From an optimization exercise on the open Yosys and OpenROAD flow, aimed at small area; shortcuts taken in it are not production practice.
Only simulation tests tie the RTL to the original design; equivalence was not proved.
No activity file was given, so power comes from the tool's default toggle rates.

==> inputs of run R <==
==> flow/design.v <==
`timescale 1ns/1ps
module sp_top (
    input             clk,
    input             rst_n,
    input             vsync,
    input             hsync,
    input      [11:0] data_i,
    output reg [11:0] data_o,
    output reg        en_o
);
    localparam W = 40;
    localparam N = 4 * W + 5;           
    reg [11:0] d [0:N-1];
    integer k;
    always @(posedge clk) begin
        d[0] <= data_i;
        for (k = 1; k < N; k = k + 1)
            d[k] <= d[k-1];
    end
    wire [11:0] ta [-2:2][-2:2];
    genvar gy, gx;
    generate
        for (gy = -2; gy <= 2; gy = gy + 1) begin : g_ty
            for (gx = -2; gx <= 2; gx = gx + 1) begin : g_tx
                localparam integer P = 2 * W + 1 - W * gy - gx;
                if (P < 0) begin : g_in
                    assign ta[gy][gx] = data_i;
                end else begin : g_reg
                    assign ta[gy][gx] = d[P];
                end
            end
        end
    endgenerate
    function [11:0] absd;
        input [11:0] a, b;
        absd = (a > b) ? a - b : b - a;
    endfunction
    wire [12:0] gh = absd(ta[0][-2], ta[0][2])  + absd(ta[0][-1], ta[0][1]);
    wire [12:0] gv = absd(ta[-2][0], ta[2][0])  + absd(ta[-1][0], ta[1][0]);
    wire [12:0] gd = absd(ta[-2][2], ta[2][-2]) + absd(ta[-1][1], ta[1][-1]);
    wire [12:0] gz = absd(ta[-2][-2], ta[2][2]) + absd(ta[-1][-1], ta[1][1]);
    wire        s1 = gv < gh;              
    wire        s2 = gz < gd;              
    wire [12:0] m1 = s1 ? gv : gh;
    wire [12:0] m2 = s2 ? gz : gd;
    wire        s3 = m2 < m1;
    reg  [1:0]  dir;                       
    always @(posedge clk)
        dir <= s3 ? {1'b1, s2} : {1'b0, s1};
    localparam C = 2 * W + 2;              
    reg [11:0] p1, p2, q1, q2;
    always @(*) begin
        case (dir)
        2'd0: begin p1 = d[C+2];     p2 = d[C-2];     q1 = d[C+1];     q2 = d[C-1];     end
        2'd1: begin p1 = d[C+2*W];   p2 = d[C-2*W];   q1 = d[C+W];     q2 = d[C-W];     end
        2'd2: begin p1 = d[C+2*W-2]; p2 = d[C-2*W+2]; q1 = d[C+W-1];   q2 = d[C-W+1];   end
        default: begin p1 = d[C+2*W+2]; p2 = d[C-2*W-2]; q1 = d[C+W+1]; q2 = d[C-W-1]; end
        endcase
    end
    wire [12:0] ps  = p1 + p2 + 13'd1;
    wire [11:0] qa  = absd(q1, q2);
    wire [12:0] qh  = {1'b0, qa} + 13'd1;
    wire [12:0] e13 = ps[12:1] + qh[12:1];
    wire [11:0] e   = e13[12] ? 12'd4095 : e13[11:0];
    wire [11:0] c   = d[C];
    wire        hit = (c == 12'd0) ? (e > 12'd680) :
                      (c == 12'd4095) ? (e < 12'd3415) : 1'b0;
    reg        busy;
    reg [5:0]  rowc;
    reg [5:0]  col;
    always @(posedge clk or negedge rst_n) begin
        if (!rst_n)
            busy <= 1'b0;
        else if (!busy)
            busy <= vsync & hsync;
        else if (rowc == 6'd32 && col == 6'd39)
            busy <= 1'b0;
    end
    always @(posedge clk) begin
        if (!busy) begin
            rowc <= 6'd0;
            col  <= 6'd38;
        end else if (col == 6'd39) begin
            rowc <= rowc + 6'd1;
            col  <= 6'd0;
        end else
            col  <= col + 6'd1;
    end
    wire filt = (rowc >= 6'd5 && rowc <= 6'd30 && col >= 6'd2 && col <= 6'd36) ||
                (rowc == 6'd30 && col == 6'd37);
    always @(posedge clk or negedge rst_n) begin
        if (!rst_n)
            en_o <= 1'b0;
        else
            en_o <= busy && rowc >= 6'd3;
    end
    always @(posedge clk)
        data_o <= (filt && hit) ? e : c;
endmodule
==> flow/run.sh <==
#!/bin/bash
# synth_recipe.tcl (not shown) runs the flow's synth.tcl, then flattens the netlist and writes it again
# the make line also repeats each setting of config.mk as NAME=value (left out here)
make -C /OpenROAD-flow-scripts/flow DESIGN_CONFIG=/design/flow/config.mk WORK_HOME=/design/flow/orfs CLKGATE_MAP_FILE= SYNTH_SCRIPT=/design/flow/synth_recipe.tcl finish
==> flow/config.mk <==
export PLATFORM = sky130hd
export DESIGN_NAME = sp_top
export DESIGN_NICKNAME = sp_top
export VERILOG_FILES = /design/flow/design.v
export SDC_FILE = /design/flow/constraint.sdc
export NUM_CORES = 4
export LEC_CHECK = 0
export CAP_MARGIN = 20
export CORE_MARGIN = 2
export CORE_UTILIZATION = 60
export CTS_BUF_LIST = sky130_fd_sc_hd__clkbuf_8
export CTS_CLUSTER_SIZE = 24
export PLACE_DENSITY = 0.75
export SLEW_MARGIN = 20
==> flow/constraint.sdc <==
create_clock -name core_clock -period 10.0 [get_ports {clk}]
set_input_delay 2.0000 -clock core_clock [delete_from_list [all_inputs] [get_ports {clk}]]
set_output_delay 2.0000 -clock core_clock [all_outputs]
set_load 0.01 [all_outputs]
==> run A: changes against run R <==
--- a/flow/config.mk
+++ b/flow/config.mk
@@ -9,6 +9,4 @@
 export CORE_MARGIN = 2
-export CORE_UTILIZATION = 60
-export CTS_BUF_LIST = sky130_fd_sc_hd__clkbuf_8
-export CTS_CLUSTER_SIZE = 24
-export PLACE_DENSITY = 0.75
+export CORE_UTILIZATION = 40
+export PLACE_DENSITY = 0.6
 export SLEW_MARGIN = 20
==> summary.txt <==
	run A	run R
Run status	no timing/DRC/antenna violations	no timing/DRC/antenna violations
Layout fillers	12218	6211
Total length of routed met2 wires	42.4 mm	46.3 mm
Proportion of cell area occupied by registers	62.3%	63.5%
Initial antenna violation count	18	9
Clock group	6990 µW	6420 µW
Switching share of power	25.1%	24.8%
Uppermost metal layer occupied by signal nets	met5	met4
Fmax	115 MHz	117 MHz
Endpoint required time on the critical path	10650 ps	10800 ps
Worst rel slew slack	26.6%	32.0%
Global placer's final weighted congestion	0.908	0.919
Final worst-path setup slack	1330 ps	1440 ps
Largest clock skew in the final design	58.8 ps	57.2 ps
Final Power	17400 µW	16800 µW
Min Hold Slack	294 ps	271 ps
Category of the critical setup timing path	input pin to flop	flop to flop
Fraction of area in multi-input gates	21.9%	22.3%
Die outline area	0.143 mm²	0.0955 mm²
Root buf cell	sky130_fd_sc_hd__clkbuf_16	sky130_fd_sc_hd__clkbuf_8
Sink of the worst hold path	d[90][7]$_DFF_P_	d[34][8]$_DFF_P_
Clock power share	40.1%	38.3%
Placeable core area	0.139 mm²	0.0919 mm²
Standard-cell row count	137	111

afterwards: timing with drivers on the ports:
The results above use ideal ports. As a check the final layouts listed here were re-extracted and re-timed, cells and wires unchanged.
Step 1, drivers: a clkbuf_16 drives clk and a buf_2 each remaining input, both assumed.
Step 2 times the ports against the registers' clock, not the clock port: input delays grow and output delays shrink by t, the midpoint of the rising clock arrivals with the driver on.
Three values: ideal, step 1, step 2; two values: the first two.
| run | shift t [ns] | setup WS [ns] | worst data-port slew with drivers (ns) | pins driven straight from the clock port |
|---|---|---|---|---|
| run R | 0.976 | 1.436 / 1.436 / 0.638 | 0.04 | 1 |
| run A | 0.833 | 1.333 / 1.343 / 0.511 | 0.08 | 1 |
After both steps every run listed still meets setup and hold. For run A, which loses most, drivers alone change the setup slack by +0.010 ns; drivers and shift together by -0.822 ns.
